Source: an optimization exercise on an open RTL-to-GDS flow (aim: small area). Production flows keep margins and buffers that such runs may drop. Where RTL was checked, it was by simulation tests only, not by an equivalence proof against the original. No activity file was given, so power comes from the tool's default toggle rates.

Setup of try-yarrow:
==> flow/design.v <==
`timescale 1ns/1ps
module uart_ip_top (
    sys_clk,
    reset,
    din,
    ri,
    si,
    tx,
    dout,
    ro,
    so,
    rx
);
    input           sys_clk;
    input           reset;
    input   [0:7]   din;
    input           si;
    output          ri;
    output          tx;
    output  [0:7]   dout;
    input           ro;
    output          so;
    input           rx;
    reg     [8:0]   tc;
    wire            bit_tick = tc[8] & ~tc[7] & tc[6] & ~tc[5] & tc[4] & ~tc[3] & tc[2] & ~tc[0];
    wire            tc_two   = tc[8] & ~tc[7] & ~tc[5] & tc[4] & ~tc[3] & ~tc[2] & ~tc[1] & tc[0];
    always @(posedge sys_clk, posedge reset)
        if (reset)  tc <= 9'b001010100;
        else        tc <= {tc[7:0], tc[8] ^ tc[3] ^ bit_tick};
    reg     [0:7]   tmem [0:15];
    reg     [4:0]   tcnt;
    wire            t_full = tcnt[4];
    wire            t_ne   = |tcnt;
    integer         ti;
    assign ri = si & ~t_full;
    always @(posedge sys_clk)
        if (ri) begin
            tmem[0] <= din;
            for (ti = 1; ti < 16; ti = ti + 1)
                tmem[ti] <= tmem[ti - 1];
        end
    reg     [3:0]   tp;
    reg             e_s, e_ss;       
    wire            t_idle = (tp == 4'd3);
    always @(posedge sys_clk, posedge reset)
        if (reset) begin
            tp   <= 4'd3;
            e_s  <= 1'b0;
            e_ss <= 1'b0;
        end
        else if (bit_tick) begin
            e_s  <= t_ne;
            e_ss <= e_s;
            if (t_idle) begin
                if (e_ss) tp <= 4'd7;
            end
            else tp <= tp + 4'd1;
        end
    wire            t_rd = tc_two && tp == 4'd7;
    always @(posedge sys_clk, posedge reset)
        if (reset)  tcnt <= 5'd0;
        else        tcnt <= tcnt + {4'd0, ri} - {4'd0, t_rd};
    wire    [0:7]   tperm [0:15];
    genvar          tg;
    generate
        for (tg = 0; tg < 16; tg = tg + 1) begin : g_tperm
            assign tperm[tg] = tmem[(tg + 15) % 16];
        end
    endgenerate
    wire    [0:7]   told = tperm[tcnt[3:0]];
    reg     [0:7]   dt;
    always @(posedge sys_clk)
        if (bit_tick && t_idle && e_ss) dt <= told;
    wire            dbit = dt[~tp[2:0]];
    reg             par;
    always @(posedge sys_clk)
        if (bit_tick) par <= tp[3] & (par ^ dbit);
    assign tx = tp[3] ? dbit : (tp[2] ? 1'b0 : ((tp[1] | tp[0]) ? 1'b1 : par));
    reg     [4:0]   rc;
    wire            s_tick = (rc == 5'b01011);
    wire            rc_two = ~rc[4] & rc[3] & rc[2] & ~rc[0];
    always @(posedge sys_clk, posedge reset)
        if (reset)  rc <= 5'b11011;
        else        rc <= {rc[3:0], rc[4] ^ rc[1] ^ s_tick};
    reg             d1, d2, d3;
    always @(posedge sys_clk, posedge reset)
        if (reset) begin
            d1 <= 1'b0;
            d2 <= 1'b0;
            d3 <= 1'b0;
        end
        else if (s_tick) begin
            d1 <= rx;
            d2 <= d1;
            d3 <= d2;
        end
    reg             ridle;
    reg     [7:0]   k;
    wire            r_done = ~ridle & (k == 8'd167);
    always @(posedge sys_clk, posedge reset)
        if (reset) ridle <= 1'b1;
        else if (s_tick) begin
            if (ridle) begin
                if (~d2 & d3) ridle <= 1'b0;
            end
            else if (k == 8'd167) ridle <= 1'b1;
        end
    always @(posedge sys_clk)
        if (s_tick) begin
            if (ridle) k <= 8'd0;
            else       k <= k + 8'd1;
        end
    reg     [0:7]   sr;
    wire            shift = ~ridle && k[3:0] == 4'd6 && k[7:4] >= 4'd1 && k[7:4] <= 4'd8;
    always @(posedge sys_clk)
        if (s_tick && shift) sr <= {rx, sr[0:6]};
    reg     [0:7]   ring [0:15];
    reg     [3:0]   rpos;
    reg     [4:0]   cnt;
    reg             f_s, f_ss;       
    reg             wp;              
    wire            r_full = cnt[4];
    wire            wgo    = wp & rc_two;
    wire            rd     = so & ro;
    wire    [3:0]   wpos   = rpos + cnt[3:0];
    wire            wr_now = ~ridle & k[7] & k[5] & ~r_full & (wpos == 4'd15);
    always @(posedge sys_clk, posedge reset)
        if (reset) begin
            f_s  <= 1'b0;
            f_ss <= 1'b0;
            wp   <= 1'b0;
        end
        else begin
            if (s_tick) begin
                f_s  <= r_full;
                f_ss <= f_s;
            end
            if (s_tick && r_done) wp <= ~f_ss;
            else if (rc_two)      wp <= 1'b0;
        end
    integer         ri_;
    always @(posedge sys_clk) begin
        for (ri_ = 1; ri_ < 16; ri_ = ri_ + 1)
            ring[ri_] <= ring[ri_ - 1];
        ring[0] <= wr_now ? sr : ring[15];
    end
    always @(posedge sys_clk, posedge reset)
        if (reset) begin
            rpos <= 4'd0;
            cnt  <= 5'd0;
        end
        else begin
            rpos <= rpos + {3'd0, rd} + 4'd1;
            cnt  <= cnt + {4'd0, wgo} - {4'd0, rd};
        end
    assign so   = |cnt;
    assign dout = rd ? ring[rpos] : 8'd0;
endmodule
clock: 20.0 ns
lec_check: 0
cap_margin: 20
core_margin: 2
core_utilization: 60
cts_buf_list: sky130_fd_sc_hd__clkbuf_16
cts_cluster_diameter: 80
cts_cluster_size: 30
slew_margin: 20
run.sh (not shown) runs the stock make flow with config.mk's settings and CLKGATE_MAP_FILE= SYNTH_SCRIPT=/design/flow/synth_recipe.tcl, a recipe that flattens the netlist after the stock synthesis.
diff inputs: try-yarrow => try-raven
-- flow/design.v --
<<< try-yarrow, line 61
        if (reset)  tcnt <= 5'd0;
        else        tcnt <= tcnt + {4'd0, ri} - {4'd0, t_rd};
    wire    [0:7]   tperm [0:15];
    genvar          tg;
    generate
        for (tg = 0; tg < 16; tg = tg + 1) begin : g_tperm
            assign tperm[tg] = tmem[(tg + 15) % 16];
        end
    endgenerate
    wire    [0:7]   told = tperm[tcnt[3:0]];
    reg     [0:7]   dt;
    always @(posedge sys_clk)
        if (bit_tick && t_idle && e_ss) dt <= told;
    wire            dbit = dt[~tp[2:0]];
    reg             par;
>>> try-raven, line 61
        if (reset)  tcnt <= 5'd0;
        else        tcnt <= tcnt + {4'd0, ri} - {4'd0, t_rd};
    wire    [3:0]   toldest = tcnt[3:0] - 4'd1;
    reg     [0:7]   dt;
    always @(posedge sys_clk)
        if (bit_tick && t_idle && e_ss) dt <= tmem[toldest];
    wire            dbit = dt[~tp[2:0]];
    reg             par;
--- outcome ---
- try-raven went all the way through the flow, and no timing, DRC or antenna check failed.
- Delta (try-raven minus try-yarrow): overall global routing resource usage closely matched the old numbers, summed area of non-filler cells in the final layout increased 200 um2, number of antenna violations at the first check in global routing level, proportion of total power due to net switching has decreased.
- Diff try-yarrow -> try-raven | number of cells in the finished layout apart from fillers | down slightly
For try-raven, only the layout was checked, not whether the RTL still works.

========
RTL: the design.v shown in full above, as it stands there.
Settings: LEC_CHECK=0, CAP_MARGIN=20, CORE_MARGIN=2, CORE_UTILIZATION=60, CTS_BUF_LIST=sky130_fd_sc_hd__clkbuf_16, CTS_CLUSTER_DIAMETER=80, CTS_CLUSTER_SIZE=30, SLEW_MARGIN=20; clock period 20.0 ns.
standard.sh (not shown) runs the stock make flow with config.mk's settings and CLKGATE_MAP_FILE= SYNTH_SCRIPT=/design/flow/synth_recipe.tcl, a recipe that flattens the netlist after the stock synthesis.
==> flow/flow/run.sh <==
#!/bin/bash
# Own layout flow: the standard layout, with two changes.
#  1. Synthesis is ORFS's (synth_recipe.tcl, unchanged), but ABC maps the
#     logic with an area-oriented script (flow/abc_map.script) in place of
#     ORFS's delay-oriented abc_speed.script. Flip-flops are mapped by
#     dfflibmap before ABC runs, so the registers are the standard ones.
#  2. Port buffers use the smallest buffer cell.
# Each tool's output goes to a log file in this folder.
set -euo pipefail
here=$(pwd)
rm -rf "$here/scripts_abc"
cp -r "$FLOW_HOME/scripts" "$here/scripts_abc"
cp "$here/flow/abc_map.script" "$here/scripts_abc/abc_speed.script"
bash standard.sh SCRIPTS_DIR="$here/scripts_abc" synth > "$here/synth.log" 2>&1
bash standard.sh BUFFER_PORTS_ARGS="-buffer_cell sky130_fd_sc_hd__buf_1" > "$here/layout.log" 2>&1
test -s out/final.def
==> flow/flow/abc_map.script <==
strash
ifraig
scorr
dc2
strash
&get -n
&st
&dch
&nf -R 1000 -p
&put
topo
stime -c
The baseline finished clean.
Then changed:
--- a/flow/design.v
+++ b/flow/design.v
@@ -96,22 +96,23 @@
         end
     reg             ridle;
     reg     [7:0]   k;
-    wire            r_done = ~ridle & (k == 8'd167);
+    wire            k_done = ~k[7] & ~k[6] & k[5];
+    wire            r_done = ~ridle & k_done;
     always @(posedge sys_clk, posedge reset)
         if (reset) ridle <= 1'b1;
         else if (s_tick) begin
             if (ridle) begin
                 if (~d2 & d3) ridle <= 1'b0;
             end
-            else if (k == 8'd167) ridle <= 1'b1;
+            else if (k_done) ridle <= 1'b1;
         end
     always @(posedge sys_clk)
         if (s_tick) begin
-            if (ridle) k <= 8'd0;
+            if (ridle) k <= 8'h79;
             else       k <= k + 8'd1;
         end
     reg     [0:7]   sr;
-    wire            shift = ~ridle && k[3:0] == 4'd6 && k[7:4] >= 4'd1 && k[7:4] <= 4'd8;
+    wire            shift = k[7] & (k[3:0] == 4'hf);
     always @(posedge sys_clk)
         if (s_tick && shift) sr <= {rx, sr[0:6]};
     reg     [0:7]   ring [0:15];
@@ -123,7 +124,7 @@
     wire            wgo    = wp & rc_two;
     wire            rd     = so & ro;
     wire    [3:0]   wpos   = rpos + cnt[3:0];
-    wire            wr_now = ~ridle & k[7] & k[5] & ~r_full & (wpos == 4'd15);
+    wire            wr_now = ~ridle & ~k[7] & ~k[6] & ~r_full & (wpos == 4'd15);
     always @(posedge sys_clk, posedge reset)
         if (reset) begin
             f_s  <= 1'b0;
What happened: The new run produced a clean layout. Combinational power shrinks by about 7%. Sequential power is lower by about 6%. Cell area came out lower by about 0.5%. Global-route usage rose by 0.91 points. Synthesized area is lower by about 0.5%. Hold slack barely changes. First-iteration DRC count went down by about 3%. Final cell count goes down by about 2.2%. Clock power rises by about 8%. Sequential share of layout area came out higher by 0.36 points. Utilization went up by 1.3 points.

========
uart_ip_top with an RTL version that a note above also has.
For scale: roughly 640 cells after synthesis, ~320 flip-flops.
==> module uart_ip_top, before the edit <==
module uart_ip_top (
    sys_clk,
    reset,
    din,
    ri,
    si,
    tx,
    dout,
    ro,
    so,
    rx
);
    input           sys_clk;
    input           reset;
    input   [0:7]   din;
    input           si;
    output          ri;
    output          tx;
    output  [0:7]   dout;
    input           ro;
    output          so;
    input           rx;
    reg     [8:0]   tc;
    wire            bit_tick = tc[8] & ~tc[7] & tc[6] & ~tc[5] & tc[4] & ~tc[3] & tc[2] & ~tc[0];
    wire            tc_two   = tc[8] & ~tc[7] & ~tc[5] & tc[4] & ~tc[3] & ~tc[2] & ~tc[1] & tc[0];
    always @(posedge sys_clk, posedge reset)
        if (reset)  tc <= 9'b001010100;
        else        tc <= {tc[7:0], tc[8] ^ tc[3] ^ bit_tick};
    reg     [0:7]   tmem [0:15];
    reg     [4:0]   tcnt;
    wire            t_full = tcnt[4];
    wire            t_ne   = |tcnt;
    integer         ti;
    assign ri = si & ~t_full;
    always @(posedge sys_clk)
        if (ri) begin
            tmem[0] <= din;
            for (ti = 1; ti < 16; ti = ti + 1)
                tmem[ti] <= tmem[ti - 1];
        end
    reg     [3:0]   tp;
    reg             e_s, e_ss;       
    wire            t_idle = (tp == 4'd3);
    always @(posedge sys_clk, posedge reset)
        if (reset) begin
            tp   <= 4'd3;
            e_s  <= 1'b0;
            e_ss <= 1'b0;
        end
        else if (bit_tick) begin
            e_s  <= t_ne;
            e_ss <= e_s;
            if (t_idle) begin
                if (e_ss) tp <= 4'd7;
            end
            else tp <= tp + 4'd1;
        end
    wire            t_rd = tc_two && tp == 4'd7;
    always @(posedge sys_clk, posedge reset)
        if (reset)  tcnt <= 5'd0;
        else        tcnt <= tcnt + {4'd0, ri} - {4'd0, t_rd};
    wire    [0:7]   tperm [0:15];
    genvar          tg;
    generate
        for (tg = 0; tg < 16; tg = tg + 1) begin : g_tperm
            assign tperm[tg] = tmem[(tg + 15) % 16];
        end
    endgenerate
    wire    [0:7]   told = tperm[tcnt[3:0]];
    reg     [0:7]   dt;
    always @(posedge sys_clk)
        if (bit_tick && t_idle && e_ss) dt <= told;
    wire            dbit = dt[~tp[2:0]];
    reg             par;
    always @(posedge sys_clk)
        if (bit_tick) par <= tp[3] & (par ^ dbit);
    assign tx = tp[3] ? dbit : (tp[2] ? 1'b0 : ((tp[1] | tp[0]) ? 1'b1 : par));
    reg     [4:0]   rc;
    wire            s_tick = (rc == 5'b01011);
    wire            rc_two = ~rc[4] & rc[3] & rc[2] & ~rc[0];
    always @(posedge sys_clk, posedge reset)
        if (reset)  rc <= 5'b11011;
        else        rc <= {rc[3:0], rc[4] ^ rc[1] ^ s_tick};
    reg             d1, d2, d3;
    always @(posedge sys_clk, posedge reset)
        if (reset) begin
            d1 <= 1'b0;
            d2 <= 1'b0;
            d3 <= 1'b0;
        end
        else if (s_tick) begin
            d1 <= rx;
            d2 <= d1;
            d3 <= d2;
        end
    reg             ridle;
    reg     [7:0]   k;
    wire            k_done = ~k[7] & ~k[6] & k[5];
    wire            r_done = ~ridle & k_done;
    always @(posedge sys_clk, posedge reset)
        if (reset) ridle <= 1'b1;
        else if (s_tick) begin
            if (ridle) begin
                if (~d2 & d3) ridle <= 1'b0;
            end
            else if (k_done) ridle <= 1'b1;
        end
    always @(posedge sys_clk)
        if (s_tick) begin
            if (ridle) k <= 8'h79;
            else       k <= k + 8'd1;
        end
    reg     [0:7]   sr;
    wire            shift = k[7] & (k[3:0] == 4'hf);
    always @(posedge sys_clk)
        if (s_tick && shift) sr <= {rx, sr[0:6]};
    reg     [0:7]   ring [0:15];
    reg     [3:0]   rpos;
    reg     [4:0]   cnt;
    reg             f_s, f_ss;       
    reg             wp;              
    wire            r_full = cnt[4];
    wire            wgo    = wp & rc_two;
    wire            rd     = so & ro;
    wire    [3:0]   wpos   = rpos + cnt[3:0];
    wire            wr_now = ~ridle & ~k[7] & ~k[6] & ~r_full & (wpos == 4'd15);
    always @(posedge sys_clk, posedge reset)
        if (reset) begin
            f_s  <= 1'b0;
            f_ss <= 1'b0;
            wp   <= 1'b0;
        end
        else begin
            if (s_tick) begin
                f_s  <= r_full;
                f_ss <= f_s;
            end
            if (s_tick && r_done) wp <= ~f_ss;
            else if (rc_two)      wp <= 1'b0;
        end
    integer         ri_;
    always @(posedge sys_clk) begin
        for (ri_ = 1; ri_ < 16; ri_ = ri_ + 1)
            ring[ri_] <= ring[ri_ - 1];
        ring[0] <= wr_now ? sr : ring[15];
    end
    always @(posedge sys_clk, posedge reset)
        if (reset) begin
            rpos <= 4'd0;
            cnt  <= 5'd0;
        end
        else begin
            rpos <= rpos + {3'd0, rd} + 4'd1;
            cnt  <= cnt + {4'd0, wgo} - {4'd0, rd};
        end
    assign so   = |cnt;
    assign dout = rd ? ring[rpos] : 8'd0;
endmodule
==> flow/config.mk <==
export PLATFORM = sky130hd
export DESIGN_NAME = uart_ip_top
export DESIGN_NICKNAME = uart_ip_top
export VERILOG_FILES = /design/flow/design.v
export SDC_FILE = /design/flow/constraint.sdc
export NUM_CORES = 4
export LEC_CHECK = 0
export CAP_MARGIN = 20
export CORE_MARGIN = 2
export CORE_UTILIZATION = 60
export GPL_TIMING_DRIVEN = 0
export SLEW_MARGIN = 20
==> flow/constraint.sdc <==
create_clock -name core_clock -period 20.0 [get_ports {sys_clk}]
set_input_delay 4.0000 -clock core_clock [delete_from_list [all_inputs] [get_ports {sys_clk}]]
set_output_delay 4.0000 -clock core_clock [all_outputs]
set_load 0.01 [all_outputs]
==> flow/flow/run.sh <==
#!/bin/bash
# Own layout flow: the standard layout (standard.sh), with these changes.
#  1. Synthesis is ORFS's (synth_recipe.tcl, unchanged), but ABC maps the
#     logic with an area-oriented script (flow/abc_map.script) in place of
#     ORFS's delay-oriented abc_speed.script. Flip-flops are mapped by
#     dfflibmap before ABC runs, so the registers are the standard ones.
#     Adders are left to ABC as plain logic (no ADDER_MAP_FILE cells and no
#     Kogge-Stone carry map), which ABC maps smaller for this design.
#  2. Port buffers use the smallest buffer cell.
#  3. Clock tree synthesis without dummy loads.
# Each tool's output goes to a log file in this folder.
set -euo pipefail
here=$(pwd)
rm -rf "$here/scripts_abc"
cp -r "$FLOW_HOME/scripts" "$here/scripts_abc"
cp "$here/flow/abc_map.script" "$here/scripts_abc/abc_speed.script"
bash standard.sh SCRIPTS_DIR="$here/scripts_abc" ADDER_MAP_FILE= SYNTH_OPERATIONS_ARGS=-nofsm synth > "$here/synth.log" 2>&1
cts="-sink_clustering_enable -repair_clock_nets -dont_use_dummy_load"
cts="$cts -sink_clustering_size $(cat flow/cts_size) -sink_clustering_max_diameter $(cat flow/cts_diam)"
cts="$cts -buf_list $(cat flow/cts_buf)"
bash standard.sh BUFFER_PORTS_ARGS="-buffer_cell sky130_fd_sc_hd__buf_1" CTS_ARGS="$cts" > "$here/layout.log" 2>&1
test -s out/final.def
==> flow/flow/abc_map.script <==
strash
ifraig
scorr
dc2
strash
&get -n
&st
&dch
&nf -R 1000 -p -C 32 -F 8 -A 8
&put
topo
stime -c
==> flow/flow/cts_buf <==
sky130_fd_sc_hd__clkbuf_16
==> flow/flow/cts_diam <==
100
==> flow/flow/cts_size <==
30
Next try:
--- a/flow/design.v
+++ b/flow/design.v
@@ -18,96 +18,94 @@
     output          ri;
     output          tx;
     output  [0:7]   dout;
     input           ro;
     output          so;
     input           rx;
-    reg     [8:0]   tc;
+    reg     [8:0]   tq;
+    wire    [8:0]   tc = tq ^ 9'b001010100;
     wire            bit_tick = tc[8] & ~tc[7] & tc[6] & ~tc[5] & tc[4] & ~tc[3] & tc[2] & ~tc[0];
     wire            tc_two   = tc[8] & ~tc[7] & ~tc[5] & tc[4] & ~tc[3] & ~tc[2] & ~tc[1] & tc[0];
     always @(posedge sys_clk, posedge reset)
-        if (reset)  tc <= 9'b001010100;
-        else        tc <= {tc[7:0], tc[8] ^ tc[3] ^ bit_tick};
+        if (reset)  tq <= 9'd0;
+        else        tq <= {tc[7:0], tc[8] ^ tc[3] ^ bit_tick} ^ 9'b001010100;
     reg     [0:7]   tmem [0:15];
     reg     [4:0]   tcnt;
+    reg     [3:0]   twpos;
     wire            t_full = tcnt[4];
     wire            t_ne   = |tcnt;
+    wire    [3:0]   twnext = twpos + 4'd1;
     integer         ti;
     assign ri = si & ~t_full;
     always @(posedge sys_clk)
-        if (ri) begin
-            tmem[0] <= din;
-            for (ti = 1; ti < 16; ti = ti + 1)
-                tmem[ti] <= tmem[ti - 1];
-        end
-    reg     [3:0]   tp;
+        for (ti = 0; ti < 16; ti = ti + 1)
+            tmem[ti] <= ~((ri && twnext == ti) ? ((ti % 2) ? din : ~din) : tmem[(ti + 15) % 16]);
+    always @(posedge sys_clk, posedge reset)
+        if (reset)  twpos <= 4'd0;
+        else        twpos <= twnext + {3'd0, ri};
+    reg     [3:0]   tpq;
+    wire    [3:0]   tp = tpq ^ 4'b0011;
     reg             e_s, e_ss;       
     wire            t_idle = (tp == 4'd3);
     always @(posedge sys_clk, posedge reset)
         if (reset) begin
-            tp   <= 4'd3;
+            tpq  <= 4'd0;
             e_s  <= 1'b0;
             e_ss <= 1'b0;
         end
         else if (bit_tick) begin
             e_s  <= t_ne;
             e_ss <= e_s;
             if (t_idle) begin
-                if (e_ss) tp <= 4'd7;
+                if (e_ss) tpq <= 4'd7 ^ 4'b0011;
             end
-            else tp <= tp + 4'd1;
+            else tpq <= (tp + 4'd1) ^ 4'b0011;
         end
     wire            t_rd = tc_two && tp == 4'd7;
     always @(posedge sys_clk, posedge reset)
         if (reset)  tcnt <= 5'd0;
         else        tcnt <= tcnt + {4'd0, ri} - {4'd0, t_rd};
-    wire    [0:7]   tperm [0:15];
-    genvar          tg;
-    generate
-        for (tg = 0; tg < 16; tg = tg + 1) begin : g_tperm
-            assign tperm[tg] = tmem[(tg + 15) % 16];
-        end
-    endgenerate
-    wire    [0:7]   told = tperm[tcnt[3:0]];
     reg     [0:7]   dt;
     always @(posedge sys_clk)
-        if (bit_tick && t_idle && e_ss) dt <= told;
+        if (t_idle && twpos == tcnt[3:0]) dt <= tmem[0];
     wire            dbit = dt[~tp[2:0]];
     reg             par;
     always @(posedge sys_clk)
         if (bit_tick) par <= tp[3] & (par ^ dbit);
     assign tx = tp[3] ? dbit : (tp[2] ? 1'b0 : ((tp[1] | tp[0]) ? 1'b1 : par));
-    reg     [4:0]   rc;
+    reg     [4:0]   rq;
+    wire    [4:0]   rc = rq ^ 5'b11011;
     wire            s_tick = (rc == 5'b01011);
     wire            rc_two = ~rc[4] & rc[3] & rc[2] & ~rc[0];
     always @(posedge sys_clk, posedge reset)
-        if (reset)  rc <= 5'b11011;
-        else        rc <= {rc[3:0], rc[4] ^ rc[1] ^ s_tick};
+        if (reset)  rq <= 5'd0;
+        else        rq <= {rc[3:0], rc[4] ^ rc[1] ^ s_tick} ^ 5'b11011;
     reg             d1, d2, d3;
     always @(posedge sys_clk, posedge reset)
         if (reset) begin
             d1 <= 1'b0;
             d2 <= 1'b0;
             d3 <= 1'b0;
         end
         else if (s_tick) begin
             d1 <= rx;
             d2 <= d1;
             d3 <= d2;
         end
-    reg             ridle;
+    reg             rbusy;           
+    wire            ridle = ~rbusy;
     reg     [7:0]   k;
     wire            k_done = ~k[7] & ~k[6] & k[5];
     wire            r_done = ~ridle & k_done;
     always @(posedge sys_clk, posedge reset)
-        if (reset) ridle <= 1'b1;
+        if (reset) rbusy <= 1'b0;
         else if (s_tick) begin
             if (ridle) begin
-                if (~d2 & d3) ridle <= 1'b0;
+                if (~d2 & d3) rbusy <= 1'b1;
             end
-            else if (k_done) ridle <= 1'b1;
+            else if (k_done) rbusy <= 1'b0;
         end
     always @(posedge sys_clk)
         if (s_tick) begin
             if (ridle) k <= 8'h79;
             else       k <= k + 8'd1;
         end
=> Design area fell by 5.1%. Setup slack got worse by 200 ps. Maximum frequency shrinks by 2.1%. Critical path depth does not change. Via count rose by 1.6%. Die area came out lower by 3.8%. Sequential share of layout area decreases by 7.1 points.

[afterwards: timing with drivers on the ports]
How much do the figures lean on ideal ports? The routed layouts below were timed once more, with nothing changed but the port constraints. Step 1: set_driving_cell puts a clkbuf_16 on sys_clk and a buf_2 on each other input, an assumption about the parent block. Step 2 also shifts input and output timing later by t, the mid clock arrival at the registers, as if the neighbouring blocks saw the same clock. a / b / c = ideal / step 1 / step 2; a / b = the first two.
| run | shift t [ns] | slack for setup (ns) | latest minus earliest clock arrival (ns) | slew at the worst register clock pin (ns) |
|---|---|---|---|---|
| try-yarrow | 0.534 | 10.187 / 10.163 / 10.163 | 0.010 / 0.010 | 0.11 / 0.11 |
| try-raven | 0.548 | 10.124 / 10.097 / 10.097 | 0.025 / 0.025 | 0.12 / 0.12 |
| the first run of note 2 | 0.524 | 10.955 / 10.931 / 10.931 | 0.016 / 0.016 | 0.11 / 0.11 |
| the second run of note 2 | 0.536 | 11.114 / 11.087 / 11.087 | 0.025 / 0.025 | 0.11 / 0.11 |
| the first run of note 3 | 0.521 | 10.947 / 10.922 / 10.922 | 0.035 / 0.036 | 0.12 / 0.12 |
| the second run of note 3 | 0.514 | 10.751 / 10.725 / 10.725 | 0.022 / 0.023 | 0.11 / 0.11 |
After both steps setup and hold are still met in every run listed.
